This is an optimization exercise on Yosys and OpenROAD, whose aim is small area and a short achievable clock period, not a production implementation.
The RTL was checked by simulation tests, not by an equivalence proof against the original design.
Power is estimated from default activity; no workload was simulated.

==> flow/design.v (excerpt) <==
module complex(clk, a0, a1, b0, b1, im, re);
  input clk;
  input [7:0] a0, a1, b0, b1;
  output reg [15:0] im, re;
  wire [15:0] re_d, im_d;
  wire rs1;
  wire rc2;
  wire rs3;
  wire rc4;
  wire rs5;
  wire rc6;
  wire rs7;
  wire rc8;
  wire rs9;
  wire rc10;
  wire rs11;
  wire rc12;
  wire rs13;
  wire rc14;
  wire rs15;
  wire rc16;
  wire rs17;
  wire rc18;
  wire rs19;
  wire rc20;
  wire rs21;
  wire rc22;
  wire rs23;
  wire rc24;
  wire rs25;
  wire rc26;
  wire rs27;
  wire rc28;
  wire rs29;
  wire rc30;
  wire rs31;
  wire rc32;
  wire rs33;
  wire rc34;
  wire rs35;
  wire rc36;
  wire rs37;
  wire rc38;
  wire rs39;
  wire rc40;
  wire rs41;
  wire rc42;
  wire rs43;
  wire rc44;
  wire rs45;
  wire rc46;
  wire rs47;
  wire rc48;
  wire rs49;
  wire rc50;
  wire rs51;
  wire rc52;
  wire rs53;
  wire rc54;
  wire rs55;
  wire rc56;
  wire rs57;
  wire rc58;
  wire rs59;
  wire rc60;
  wire rs61;
  wire rc62;
  wire rs63;
  wire rc64;
  wire rn65;
  wire rs66;
  wire rc67;
  wire rs68;
  wire rc69;
  wire rs70;
  wire rc71;
  wire rs72;
  wire rc73;
  wire rs74;
  wire rc75;
  wire rs76;
  wire rc77;
  wire rs78;
  wire rc79;
  wire rs80;
  wire rc81;
  wire rs82;
  wire rc83;
  ...
Settings: LEC_CHECK=0, CAP_MARGIN=20, CORE_MARGIN=2, CORE_UTILIZATION=40, PLACE_DENSITY=0.6, SETUP_SLACK_MARGIN=4.4, SLEW_MARGIN=20, SYNTH_HIERARCHICAL=1, TNS_END_PERCENT=0.0; clock period 10.0 ns.
standard.sh (not shown) runs the stock make flow with config.mk's settings and CLKGATE_MAP_FILE= SYNTH_SCRIPT=/design/flow/synth_recipe.tcl, a recipe that flattens the netlist after the stock synthesis.
==> flow/flow/run.sh <==
#!/bin/bash
set -o pipefail
export BUFFER_PORTS_ARGS="-buffer_cell sky130_fd_sc_hd__buf_1"
export CTS_ARGS="-sink_clustering_enable -sink_clustering_size 32 -sink_clustering_max_diameter 200 -buf_list sky130_fd_sc_hd__clkbuf_8 -dont_use_dummy_load -repair_clock_nets"
cp standard.sh standard_sh.txt 2>/dev/null
bash standard.sh > standard.log 2>&1
==> next run, changes <==
==> flow/flow/run.sh (replaced) <==
#!/bin/bash
set -o pipefail
export BUFFER_PORTS_ARGS="-buffer_cell sky130_fd_sc_hd__buf_1"
cp standard.sh standard_sh.txt 2>/dev/null
bash standard.sh > standard.log 2>&1
- CTS_BUF_LIST: not set -> sky130_fd_sc_hd__clkbuf_8
- CTS_CLUSTER_DIAMETER: not set -> 200
- CTS_CLUSTER_SIZE: not set -> 32
- SETUP_SLACK_MARGIN: 4.4 -> 4.6
- TNS_END_PERCENT: 0.0 -> not set
What happened:
- The new run finished clean
- sequential share of layout area drops by 0.40 points
- via count went up slightly
- fmax rose slightly
- count of clock-buffer cells in the layout rises by 1
- cell area came out higher by a few percent

========
complex again, from the RTL that the note above started with.
clock: 10.0 ns
lec_check: 0
cap_margin: 20
core_margin: 2
core_utilization: 40.0
place_density: 0.5
setup_slack_margin: 4.3
slew_margin: 20
synth_hierarchical: 1
tns_end_percent: 0.0
==> flow/flow/run.sh <==
#!/bin/bash
set -o pipefail
export BUFFER_PORTS_ARGS="-buffer_cell sky130_fd_sc_hd__buf_1"
export CTS_ARGS="-sink_clustering_enable -sink_clustering_size 32 -sink_clustering_max_diameter 200 -buf_list sky130_fd_sc_hd__clkbuf_8 -dont_use_dummy_load -repair_clock_nets"
cp standard.sh standard_sh.txt 2>/dev/null
bash standard.sh > standard.log 2>&1
Change:
==> flow/flow/run.sh (replaced) <==
#!/bin/bash
set -o pipefail
export BUFFER_PORTS_ARGS="-buffer_cell sky130_fd_sc_hd__buf_1"
cp standard.sh standard_sh.txt 2>/dev/null
bash standard.sh > standard.log 2>&1
- CORE_UTILIZATION: 40.0 -> 40
- CTS_BUF_LIST: not set -> sky130_fd_sc_hd__clkbuf_8
- CTS_CLUSTER_DIAMETER: not set -> 200
- CTS_CLUSTER_SIZE: not set -> 32
- PLACE_DENSITY: 0.5 -> 0.6
- SETUP_SLACK_MARGIN: 4.3 -> 5.0
- TNS_END_PERCENT: 0.0 -> not set
Result:
- The new run passed the timing, design-rule and antenna checks
- die area stays the same
- cell count went up by a few percent
- combinational power went up by roughly a tenth
- count of clock-buffer cells in the layout went up by 1
- hold slack improves by 15 ps
- cell area went up by roughly a tenth
- via count went up slightly
- power went up by roughly a tenth
- global-route usage stays flat
- sequential share of layout area went down by 0.71 points
Change:
--- a/flow/flow/run.sh
+++ b/flow/flow/run.sh
@@ -3,0 +4 @@
+export CTS_ARGS="-sink_clustering_enable -sink_clustering_size 32 -sink_clustering_max_diameter 200 -buf_list sky130_fd_sc_hd__clkbuf_8 -dont_use_dummy_load -repair_clock_nets"
- CORE_UTILIZATION: 40 -> 40.0
- CTS_BUF_LIST: sky130_fd_sc_hd__clkbuf_8 -> not set
- CTS_CLUSTER_DIAMETER: 200 -> not set
- CTS_CLUSTER_SIZE: 32 -> not set
- PLACE_DENSITY: 0.6 -> 0.7
- SETUP_SLACK_MARGIN: 5.0 -> 4.3
- TNS_END_PERCENT: not set -> 0.0
What happened: Fmax came out lower by 2.4%; worst setup slack is worse by 130 ps; final area came out lower by 7.5%; sequential power barely changes; via count came out lower by 1.8%; routed wire length came out lower by 6.3%; die area does not change; total power came out lower by 13%.
Change:
==> flow/flow/run.sh (replaced) <==
#!/bin/bash
set -o pipefail
export BUFFER_PORTS_ARGS="-buffer_cell sky130_fd_sc_hd__buf_1"
cp standard.sh standard_sh.txt 2>/dev/null
bash standard.sh > standard.log 2>&1
- CORE_UTILIZATION: 40.0 -> 60
- CTS_BUF_LIST: not set -> sky130_fd_sc_hd__clkbuf_8
- CTS_CLUSTER_DIAMETER: not set -> 200
- CTS_CLUSTER_SIZE: not set -> 32
- PLACE_DENSITY: 0.7 -> 0.75
- SETUP_SLACK_MARGIN: 4.3 -> 4.0
- TNS_END_PERCENT: 0.0 -> not set
After rerunning:
- synthesized cell count is unchanged
- worst setup slack got worse by 270 ps
- maximum frequency fell by a few percent
Change:
- CORE_UTILIZATION: 60 -> 40
- PLACE_DENSITY: 0.75 -> 0.6
- SETUP_SLACK_MARGIN: 4.0 -> 4.4
The new run finished clean.
Total power increases by 11%.
Cell area increases by 5.6%.
Via count decreases by 1.6%.
Non-clock buffer count increases by 13.
Setup slack gains 390 ps.
Sequential power barely changes.
Global-route usage decreases by 8.4 points.
Maximum frequency increases by 7.1%.
Hold slack loses 35 ps.
Final cell count increases by 11%.
Die area increases by 48%.
Change:
--- a/flow/flow/run.sh
+++ b/flow/flow/run.sh
@@ -3,0 +4 @@
+export CTS_ARGS="-sink_clustering_enable -sink_clustering_size 32 -sink_clustering_max_diameter 200 -buf_list sky130_fd_sc_hd__clkbuf_8 -dont_use_dummy_load -repair_clock_nets"
- CORE_UTILIZATION: 40 -> 50.0
- CTS_BUF_LIST: sky130_fd_sc_hd__clkbuf_8 -> not set
- CTS_CLUSTER_DIAMETER: 200 -> not set
- CTS_CLUSTER_SIZE: 32 -> not set
- PLACE_DENSITY: 0.6 -> 0.65
- SETUP_SLACK_MARGIN: 4.4 -> 4.3
- TNS_END_PERCENT: not set -> 0.0
Result: The changed run completed without violations; total power decreases by 2.1%; cell area decreases by 2.0%; sequential cell count is unchanged; area after synthesis does not change; global-route usage increases by 3.3 points; wire length decreases by 4.4%; via count increases by 1.3%; first-iteration DRC count increases by 36%; synthesized cell count stays the same.

port drivers added, routing unchanged:
How much do the figures lean on ideal ports? The routed layouts below were timed once more, with nothing changed but the port constraints.
Step 1 assumes that a clkbuf_16 drives the clock port and a buf_2 every other input.
Step 2 also shifts input and output timing later by t, the mid clock arrival at the registers, as if the neighbouring blocks saw the same clock.
a / b / c = ideal ports / drivers / drivers and shift; a / b = the first two.
| run | t, ns | setup WS [ns] | hold slack, ns | worst slew at a driven data input, ns | pins driven straight from the clock port |
|---|---|---|---|---|---|
| the first run of note 1 | 0.339 | 4.450 / 4.451 / 4.113 | 2.017 / 2.027 / 2.366 | 0.06 | 1 |
| the second run of note 1 | 0.348 | 4.502 / 4.479 / 4.130 | 2.017 / 2.019 / 2.368 | 0.08 | 1 |
| the first run of note 2 | 0.342 | 4.393 / 4.404 / 4.063 | 2.020 / 2.018 / 2.360 | 0.06 | 1 |
| the second run of note 2 | 0.351 | 4.490 / 4.463 / 4.112 | 2.035 / 2.029 / 2.380 | 0.14 | 1 |
| the third run of note 2 | 0.337 | 4.357 / 4.338 / 4.001 | 2.039 / 2.037 / 2.373 | 0.15 | 1 |
| the fourth run of note 2 | 0.351 | 4.083 / 4.094 / 3.743 | 2.072 / 2.060 / 2.409 | 0.04 | 1 |
| the fifth run of note 2 | 0.341 | 4.476 / 4.476 / 4.135 | 2.037 / 2.032 / 2.373 | 0.05 | 1 |
| the sixth run of note 2 | 0.335 | 4.411 / 4.407 / 4.072 | 2.030 / 2.030 / 2.365 | 0.06 | 1 |
After both steps every run listed still meets setup and hold. For the second run of note 2, which loses most, drivers alone change the setup slack by -0.027 ns; drivers and shift together by -0.378 ns.
